Background: an optimization exercise with open tools, aiming at small area. Do not read the settings as production practice. Where RTL was checked, it was by simulation tests only, not by an equivalence proof against the original.

violet:
Design Sine_wave, start of the top module:
module Sine_wave
    #(
        parameter DATA_WIDTH    = 12,
        parameter ANGLE_WIDTH   = 16
    )(
    input                       clk,
    input                       reset,
    input                       ce,
    input  [DATA_WIDTH:0]       ampl,
    input  [ANGLE_WIDTH-1:0]    step,
    output [DATA_WIDTH:0]    sin_wave,
    output [DATA_WIDTH:0]    cos_wave
);
==> flow/config.mk <==
export PLATFORM = sky130hd
export DESIGN_NAME = Sine_wave
export DESIGN_NICKNAME = Sine_wave
export VERILOG_FILES = /design/flow/design.v
export SDC_FILE = /design/flow/constraint.sdc
export NUM_CORES = 4
export LEC_CHECK = 0
export CAP_MARGIN = 20
export CORE_MARGIN = 2
export CORE_UTILIZATION = 65
export CTS_BUF_LIST = sky130_fd_sc_hd__clkbuf_8
export CTS_CLUSTER_DIAMETER = 50
export CTS_CLUSTER_SIZE = 20
export SLEW_MARGIN = 20
export CTS_ARGS = -sink_clustering_enable -repair_clock_nets -dont_use_dummy_load -buf_list sky130_fd_sc_hd__clkbuf_8 -sink_clustering_size 20 -sink_clustering_max_diameter 50
export BUFFER_PORTS_ARGS = -buffer_cell sky130_fd_sc_hd__buf_2
export RECOVER_POWER = 100
export REMOVE_ABC_BUFFERS = 1
==> flow/constraint.sdc <==
create_clock -name core_clock -period 5.0 [get_ports {clk}]
set_input_delay 1.0000 -clock core_clock [delete_from_list [all_inputs] [get_ports {clk}]]
set_output_delay 1.0000 -clock core_clock [all_outputs]
set_load 0.01 [all_outputs]
standard.sh (not shown) runs the stock make flow with config.mk's settings and CLKGATE_MAP_FILE= SYNTH_SCRIPT=/design/flow/synth_recipe.tcl, a recipe that flattens the netlist after the stock synthesis.
==> flow/flow/run.sh <==
#!/bin/bash
set -euo pipefail
{
  echo 'export CTS_ARGS = -sink_clustering_enable -repair_clock_nets -dont_use_dummy_load -buf_list sky130_fd_sc_hd__clkbuf_8 -sink_clustering_size 20 -sink_clustering_max_diameter 50'
  echo 'export BUFFER_PORTS_ARGS = -buffer_cell sky130_fd_sc_hd__buf_2'
  echo 'export RECOVER_POWER = 100'
  echo 'export REMOVE_ABC_BUFFERS = 1'
} >> config.mk
bash standard.sh > standard_flow.log 2>&1
violet completed; timing, DRC and antenna clean
Inputs modified between violet and cedar:
# violet
export LEC_CHECK = 0
export CAP_MARGIN = 20
export CORE_MARGIN = 2
export CORE_UTILIZATION = 65
export CTS_BUF_LIST = sky130_fd_sc_hd__clkbuf_8
export CTS_CLUSTER_DIAMETER = 50
export CTS_CLUSTER_SIZE = 20
export SLEW_MARGIN = 20
export CTS_ARGS = -sink_clustering_enable -repair_clock_nets -dont_use_dummy_load -buf_list sky130_fd_sc_hd__clkbuf_8 -sink_clustering_size 20 -sink_clustering_max_diameter 50
export BUFFER_PORTS_ARGS = -buffer_cell sky130_fd_sc_hd__buf_2
export RECOVER_POWER = 100
export REMOVE_ABC_BUFFERS = 1
create_clock -name core_clock -period 5.0 [get_ports {clk}]
# cedar
export LEC_CHECK = 0
export CAP_MARGIN = 20
export CORE_MARGIN = 2
export CORE_UTILIZATION = 65
export GPL_TIMING_DRIVEN = 0
export SLEW_MARGIN = 20
export CTS_ARGS = -sink_clustering_enable -repair_clock_nets -dont_use_dummy_load -buf_list sky130_fd_sc_hd__clkbuf_8 -sink_clustering_size 20 -sink_clustering_max_diameter 50
export BUFFER_PORTS_ARGS = -buffer_cell sky130_fd_sc_hd__buf_2
export RECOVER_POWER = 100
create_clock -name core_clock -period 5.0 [get_ports {clk}]
diff --git a/flow/flow/run.sh b/flow/flow/run.sh
--- a/flow/flow/run.sh
+++ b/flow/flow/run.sh
@@ -6,3 +6,2 @@
   echo 'export RECOVER_POWER = 100'
-  echo 'export REMOVE_ABC_BUFFERS = 1'
 } >> config.mk
Results
Final checks on cedar, whose flow otherwise completed, came back failing, citing setup timing. Going from violet to cedar, wire length grew by a few percent. cedar vs violet — achievable clock frequency dropped by a few percent. Lower worst setup slack among cedar and violet: cedar. When cedar is measured against violet, its wire length on met2 turns out 800 µm higher. Cell type of the slowest stage on the worst timing path: sky130_fd_sc_hd__fa_1 -> violet, sky130_fd_sc_hd__o41a_4 -> cedar. cedar vs violet — maximum fanout along the worst path rose 4. On global-route usage, cedar and violet are basically level. Sequential portion of the cell area (lower): cedar. The final reports for cedar and violet show non-clock buffer area fraction after layout lower in the former.

---

Another version of the RTL of Sine_wave (not shown whole).
Size in the first run: roughly 600 flip-flops, roughly 58 I/O pins, about 0.027 sq mm of cells after synthesis.
make LEC_CHECK=0 CAP_MARGIN=20 CORE_MARGIN=2 CORE_UTILIZATION=60 CTS_BUF_LIST=sky130_fd_sc_hd__clkbuf_4 CTS_CLUSTER_SIZE=30 SLEW_MARGIN=20 finish   # period 5.0 ns
run.sh (not shown) runs the stock make flow with config.mk's settings and CLKGATE_MAP_FILE= SYNTH_SCRIPT=/design/flow/synth_recipe.tcl, a recipe that flattens the netlist after the stock synthesis.
Stock flow here: none of the scripts above is used.
The baseline produced a layout that fails on negative setup slack.
Edit:
- CORE_UTILIZATION: 60 -> 40
- CTS_BUF_LIST: sky130_fd_sc_hd__clkbuf_4 -> not set
- CTS_CLUSTER_SIZE: 30 -> not set
After rerunning:
- The changed run finished but fails on negative setup slack
- routed wire length decreases by a few percent
- worst setup slack got worse by 0.0080 ns
- clock skew falls by 0.046 ns
- synthesized area stays the same
- via count went down by a few percent
- critical path depth does not change
- final cell count climbs by a few percent
- final area increases slightly
- maximum frequency is about the same
Function was not checked in any run of this note: the RTL went through the layout flow alone.

---

Setup of run 1:
RTL: one of the versions met above, not the one the previous note started from.
Size: ~1800 cells after synthesis.
Design Sine_wave, start of the top module:
module Sine_wave
    #(
        parameter DATA_WIDTH    = 12,
        parameter ANGLE_WIDTH   = 16
    )(
    input                       clk,
    input                       reset,
    input                       ce,
    input  [DATA_WIDTH:0]       ampl,
    input  [ANGLE_WIDTH-1:0]    step,
    output [DATA_WIDTH:0]    sin_wave,
    output [DATA_WIDTH:0]    cos_wave
);
export LEC_CHECK = 0
export CAP_MARGIN = 20
export CORE_MARGIN = 2
export CORE_UTILIZATION = 65
export CTS_BUF_LIST = sky130_fd_sc_hd__clkbuf_8
export CTS_CLUSTER_DIAMETER = 50
export CTS_CLUSTER_SIZE = 20
export SLEW_MARGIN = 20
export CTS_ARGS = -sink_clustering_enable -repair_clock_nets -dont_use_dummy_load -buf_list sky130_fd_sc_hd__clkbuf_8 -sink_clustering_size 20 -sink_clustering_max_diameter 50
export BUFFER_PORTS_ARGS = -buffer_cell sky130_fd_sc_hd__buf_1
export RECOVER_POWER = 100
create_clock -name core_clock -period 5.0 [get_ports {clk}]
standard.sh (not shown) runs the stock make flow with config.mk's settings and CLKGATE_MAP_FILE= SYNTH_SCRIPT=/design/flow/synth_recipe.tcl, a recipe that flattens the netlist after the stock synthesis.
==> flow/flow/run.sh <==
#!/bin/bash
set -euo pipefail
{
  echo 'export CTS_ARGS = -sink_clustering_enable -repair_clock_nets -dont_use_dummy_load -buf_list sky130_fd_sc_hd__clkbuf_8 -sink_clustering_size 20 -sink_clustering_max_diameter 50'
  echo 'export BUFFER_PORTS_ARGS = -buffer_cell sky130_fd_sc_hd__buf_1'
  echo 'export RECOVER_POWER = 100'
} >> config.mk
bash standard.sh > standard_flow.log 2>&1
For run 2, these inputs were changed with respect to run 1:
Settings: BUFFER_PORTS_ARGS changed from -buffer_cell sky130_fd_sc_hd__buf_1 to -buffer_cell sky130_fd_sc_hd__buf_2; RECOVER_POWER removed (was 100).
==> flow/flow/run.sh <==
#!/bin/bash
set -euo pipefail
{
  echo 'export CTS_ARGS = -sink_clustering_enable -repair_clock_nets -dont_use_dummy_load -buf_list sky130_fd_sc_hd__clkbuf_8 -sink_clustering_size 20 -sink_clustering_max_diameter 50'
  echo 'export BUFFER_PORTS_ARGS = -buffer_cell sky130_fd_sc_hd__buf_2'
} >> config.mk
bash standard.sh > standard_flow.log 2>&1
### Flow results
Diff run 1 -> run 2: post-synthesis adder-cell area fraction stayed essentially flat; fraction of final layout cells sized beyond drive strength 1 went up; synthesized cell count was more or less identical; count of endpoints failing setup in the final report was more or less identical.
Going from run 1 to run 2, total number of tap cells roughly the same; cell count roughly the same; worst hold margin lower.
Run comparison: run 1 worst setup path endpoint cordic.y5[12]$_DFF_P_; run 2 worst setup path endpoint cordic.x11[12]$_DFF_P_
The following lists how run 3 was set up differently from run 2:
Settings: CTS_ARGS changed from -sink_clustering_enable -repair_clock_nets -dont_use_dummy_load -buf_list sky130_fd_sc_hd__clkbuf_8 -sink_clustering_size 20 -sink_clustering_max_diameter 50 to -sink_clustering_enable -repair_clock_nets -dont_use_dummy_load -buf_list sky130_fd_sc_hd__clkbuf_16 -sink_clustering_size 30 -sink_clustering_max_diameter 60; RECOVER_POWER newly set to 100.
==> flow/flow/run.sh <==
#!/bin/bash
set -euo pipefail
{
  echo 'export CTS_ARGS = -sink_clustering_enable -repair_clock_nets -dont_use_dummy_load -buf_list sky130_fd_sc_hd__clkbuf_16 -sink_clustering_size 30 -sink_clustering_max_diameter 60'
  echo 'export BUFFER_PORTS_ARGS = -buffer_cell sky130_fd_sc_hd__buf_2'
  echo 'export RECOVER_POWER = 100'
} >> config.mk
bash standard.sh > standard_flow.log 2>&1
### Flow results
Diff run 3..run 2 | via count | negligible
Run 3: first-iteration DRC count higher than run 2
Max met2 routing resource usage after global routing across run 3 and run 2: run 3
Going from run 2 to run 3, cell count now smaller; largest net degree at the start of global routing now larger; utilization now larger.
Delta (run 3 minus run 2): number of nets in the layout fell 9; design area shows an increase of 170 µm²; maximum frequency moved down; combined area of the multi-input logic cells stayed essentially flat.
Higher area fraction of clock buffers and clock inverters among run 3 and run 2: run 3
Setup changes, run 3 to run 4
Settings: a change of CTS_ARGS from -sink_clustering_enable -repair_clock_nets -dont_use_dummy_load -buf_list sky130_fd_sc_hd__clkbuf_16 -sink_clustering_size 30 -sink_clustering_max_diameter 60 to -sink_clustering_enable -repair_clock_nets -dont_use_dummy_load -buf_list {sky130_fd_sc_hd__clkbuf_4 sky130_fd_sc_hd__clkbuf_8} -sink_clustering_size 20 -sink_clustering_max_diameter 50.
==> flow/flow/run.sh <==
#!/bin/bash
set -euo pipefail
{
  echo 'export CTS_ARGS = -sink_clustering_enable -repair_clock_nets -dont_use_dummy_load -buf_list {sky130_fd_sc_hd__clkbuf_4 sky130_fd_sc_hd__clkbuf_8} -sink_clustering_size 20 -sink_clustering_max_diameter 50'
  echo 'export BUFFER_PORTS_ARGS = -buffer_cell sky130_fd_sc_hd__buf_2'
  echo 'export RECOVER_POWER = 100'
} >> config.mk
bash standard.sh > standard_flow.log 2>&1
Run 4 vs run 3, achievable frequency went up by about 0.6%.
| part of the cycle the worst path needs | run 4 vs run 3 | 0.58 points lower |
Delta (run 4 minus run 3): via count did not really move; post-route standard cell area excluding fillers shrank by about 1%.
In the tables for run 4 and run 3, wire length after detailed routing reads higher with run 3.
Changes in run 5 relative to run 4:
Settings: CORE_UTILIZATION: 65 -> 55; CTS_ARGS: -sink_clustering_enable -repair_clock_nets -dont_use_dummy_load -buf_list {sky130_fd_sc_hd__clkbuf_4 sky130_fd_sc_hd__clkbuf_8} -sink_clustering_size 20 -sink_clustering_max_diameter 50 -> -sink_clustering_enable -repair_clock_nets -dont_use_dummy_load -buf_list sky130_fd_sc_hd__clkbuf_8 -sink_clustering_size 20 -sink_clustering_max_diameter 50; CTS_CLUSTER_SIZE: 20 -> unset; CTS_BUF_LIST: sky130_fd_sc_hd__clkbuf_8 -> unset; CTS_CLUSTER_DIAMETER: 50 -> unset.
==> flow/flow/run.sh <==
#!/bin/bash
set -euo pipefail
{
  echo 'export CTS_ARGS = -sink_clustering_enable -repair_clock_nets -dont_use_dummy_load -buf_list sky130_fd_sc_hd__clkbuf_8 -sink_clustering_size 20 -sink_clustering_max_diameter 50'
  echo 'export BUFFER_PORTS_ARGS = -buffer_cell sky130_fd_sc_hd__buf_2'
  echo 'export RECOVER_POWER = 100'
} >> config.mk
bash standard.sh > standard_flow.log 2>&1
Findings:
- Fraction of final layout cells with drive strength greater than 1 for run 5 is lower than for run 4.
- Summary of run 5 over run 4: wire length now larger, slack of the critical path now smaller, die height now larger.
- A end point of the critical path of cordic.x11[12]$_DFF_P_ is what run 4 shows, while cordic.x8[12]$_DFF_P_ belongs to run 5.
Here is what was changed in the inputs of run 6 compared with run 5.
Settings: CORE_UTILIZATION now 65, was 55; CTS_BUF_LIST now sky130_fd_sc_hd__clkbuf_8, previously not set; CTS_CLUSTER_DIAMETER now 50, previously not set; CTS_CLUSTER_SIZE now 20, previously not set.
[summary]
- From run 5 to run 6, total congestion overflow did not move at all.
- Final clock period utilization by the worst path delta for run 6 relative to run 5: 0.82 points lower
- Run 6 was carried through to the last stage, and its layout satisfied the timing, design-rule and antenna checks.
- Compared with run 5, run 6 ends up with a smaller final cell area.
- In run 6, the minimum clock period after layout came out 0.041 ns below the value in run 5.
- Comparing the two runs side by side, run 6 comes out ahead of run 5 on clock skew.
- Taking run 5 as the reference, in run 6 number of clock buffers in the layout went down 4; maximum frequency went up 0.84%.

---

Sine_wave, a different RTL version from the one above (not shown whole).
For scale: about 1800 cells after synthesis, roughly 58 I/O pins.
==> flow/config.mk <==
export PLATFORM = sky130hd
export DESIGN_NAME = Sine_wave
export DESIGN_NICKNAME = Sine_wave
export VERILOG_FILES = /design/flow/design.v
export SDC_FILE = /design/flow/constraint.sdc
export NUM_CORES = 4
export LEC_CHECK = 0
export CAP_MARGIN = 20
export CORE_MARGIN = 2
export CORE_UTILIZATION = 65
export PLACE_DENSITY = 0.75
export SLEW_MARGIN = 20
export CTS_ARGS = -sink_clustering_enable -repair_clock_nets -dont_use_dummy_load -buf_list sky130_fd_sc_hd__clkbuf_8 -sink_clustering_size 20 -sink_clustering_max_diameter 50
export BUFFER_PORTS_ARGS = -buffer_cell sky130_fd_sc_hd__buf_2
export RECOVER_POWER = 100
==> flow/constraint.sdc <==
create_clock -name core_clock -period 5.0 [get_ports {clk}]
set_input_delay 1.0000 -clock core_clock [delete_from_list [all_inputs] [get_ports {clk}]]
set_output_delay 1.0000 -clock core_clock [all_outputs]
set_load 0.01 [all_outputs]
==> flow/flow/run.sh <==
#!/bin/bash
set -euo pipefail
{
  echo 'export CTS_ARGS = -sink_clustering_enable -repair_clock_nets -dont_use_dummy_load -buf_list sky130_fd_sc_hd__clkbuf_8 -sink_clustering_size 20 -sink_clustering_max_diameter 50'
  echo 'export BUFFER_PORTS_ARGS = -buffer_cell sky130_fd_sc_hd__buf_2'
  echo 'export RECOVER_POWER = 100'
} >> config.mk
bash standard.sh > standard_flow.log 2>&1
The starting point completed without violations.
Then changed:
--- a/flow/config.mk
+++ b/flow/config.mk
@@ -10,3 +10,5 @@
 export CORE_UTILIZATION = 65
-export PLACE_DENSITY = 0.75
+export CTS_BUF_LIST = sky130_fd_sc_hd__clkbuf_8
+export CTS_CLUSTER_DIAMETER = 50
+export CTS_CLUSTER_SIZE = 20
 export SLEW_MARGIN = 20
Effect:
- The new run completed without violations
- sequential share of layout area barely changes
- synthesized area stays the same
- die area stays the same
- fmax barely changes
- global-route usage is about the same
- critical path depth is unchanged
- core utilization barely changes
- cell area stays flat
- worst setup slack improved by 0.0042 ns

---

== run H ==
Sine_wave, a different RTL version from the one above (not shown whole).
Size: about 580 flip-flops, about 58 I/O pins, ~0.025 sq mm of cells after synthesis.
clock: 5.0 ns
lec_check: 0
cap_margin: 20
core_margin: 2
core_utilization: 80
place_density: 0.8
slew_margin: 20
cts_args: -sink_clustering_enable -repair_clock_nets -dont_use_dummy_load -buf_list sky130_fd_sc_hd__clkbuf_8 -sink_clustering_size 20 -sink_clustering_max_diameter 50
buffer_ports_args: -buffer_cell sky130_fd_sc_hd__buf_2
==> flow/flow/run.sh <==
#!/bin/bash
set -euo pipefail
{
  echo 'export CTS_ARGS = -sink_clustering_enable -repair_clock_nets -dont_use_dummy_load -buf_list sky130_fd_sc_hd__clkbuf_8 -sink_clustering_size 20 -sink_clustering_max_diameter 50'
  echo 'export BUFFER_PORTS_ARGS = -buffer_cell sky130_fd_sc_hd__buf_2'
} >> config.mk
bash standard.sh > standard_flow.log 2>&1
Run H: all stages done; final checks FAILED (negative setup slack).
The inputs of run K differ from those of run H as listed below.
# run H
export LEC_CHECK = 0
export CAP_MARGIN = 20
export CORE_MARGIN = 2
export CORE_UTILIZATION = 80
export PLACE_DENSITY = 0.8
export SLEW_MARGIN = 20
export CTS_ARGS = -sink_clustering_enable -repair_clock_nets -dont_use_dummy_load -buf_list sky130_fd_sc_hd__clkbuf_8 -sink_clustering_size 20 -sink_clustering_max_diameter 50
export BUFFER_PORTS_ARGS = -buffer_cell sky130_fd_sc_hd__buf_2
create_clock -name core_clock -period 5.0 [get_ports {clk}]
# run K
export LEC_CHECK = 0
export CAP_MARGIN = 20
export CORE_MARGIN = 2
export CORE_UTILIZATION = 65
export CTS_BUF_LIST = sky130_fd_sc_hd__clkbuf_8
export CTS_CLUSTER_DIAMETER = 50
export CTS_CLUSTER_SIZE = 20
export SLEW_MARGIN = 20
create_clock -name core_clock -period 5.0 [get_ports {clk}]
==> flow/run.sh (new file) <==
#!/bin/bash
# synth_recipe.tcl (not shown) runs the flow's synth.tcl, then flattens the netlist and writes it again
# the make line also repeats each setting of config.mk as NAME=value (left out here)
make -C /OpenROAD-flow-scripts/flow DESIGN_CONFIG=/design/flow/config.mk WORK_HOME=/design/flow/orfs CLKGATE_MAP_FILE= SYNTH_SCRIPT=/design/flow/synth_recipe.tcl finish
removed: flow/flow/run.sh
removed: flow/standard.sh
### Flow results
STATUS via count: run K wins against run H. Run K was carried through to the last stage, and its layout satisfied the timing, design-rule and antenna checks. Run K vs. run H: relative slew slack went up by 9.9 points. Measured against each other, run K and run H differ in highest net fanout along the worst path, the lower figure coming from run K.

static timing again, ports no longer ideal:
In the flow no input, the clock included, has a driving cell. The finished layouts below were timed again as built, in two steps. Step 1 assumes that a clkbuf_16 drives the clock port and a buf_2 every other input. Step 2 moves the port delays by t, midway between the first and last clock arrival at a register: inputs arrive t later, outputs are due t later. That takes back most of the time a late clock gives input paths. Slacks: ideal ports / drivers / drivers and shift; pairs: ideal ports / drivers.
| run | t (ns) | setup slack, ns | hold slack, ns | pins driven straight from the clock port |
|---|---|---|---|---|
| violet | 0.647 | 0.095 / 0.095 / -0.308 | 0.293 / 0.293 / 0.293 | 1 |
| cedar | 0.659 | -0.054 / -0.054 / -0.486 | 0.273 / 0.273 / 0.273 | 1 |
| the first run of note 2 | 0.975 | -0.154 / -0.154 / -0.154 | 0.301 / 0.301 / 0.301 | 1 |
| the second run of note 2 | 0.642 | -0.162 / -0.162 / -0.162 | 0.310 / 0.310 / 0.310 | 1 |
| run 1 | 0.653 | 0.061 / 0.061 / -0.276 | 0.277 / 0.277 / 0.277 | 1 |
| run 2 | 0.645 | 0.097 / 0.097 / -0.412 | 0.269 / 0.269 / 0.269 | 1 |
| run 3 | 0.599 | 0.061 / 0.061 / -0.418 | 0.274 / 0.274 / 0.274 | 1 |
| run 4 | 0.645 | 0.090 / 0.090 / -0.403 | 0.270 / 0.270 / 0.270 | 1 |
| run 5 | 0.665 | 0.049 / 0.049 / -0.309 | 0.296 / 0.296 / 0.296 | 1 |
| run 6 | 0.645 | 0.090 / 0.090 / -0.403 | 0.270 / 0.270 / 0.270 | 1 |
| the first run of note 4 | 0.652 | 0.089 / 0.089 / -0.350 | 0.282 / 0.282 / 0.282 | 1 |
| the second run of note 4 | 0.651 | 0.093 / 0.093 / -0.329 | 0.312 / 0.312 / 0.312 | 1 |
| run H | 0.629 | -0.123 / -0.123 / -0.123 | 0.280 / 0.280 / 0.280 | 1 |
| run K | 0.675 | 0.110 / 0.110 / 0.018 | 0.300 / 0.300 / 0.300 | 1 |
With both steps, setup timing fails in 9 of these runs, where it was met with ideal ports. The setup slack of run 2, which loses most, moves by 0.000 ns with the drivers and by -0.509 ns with both steps.
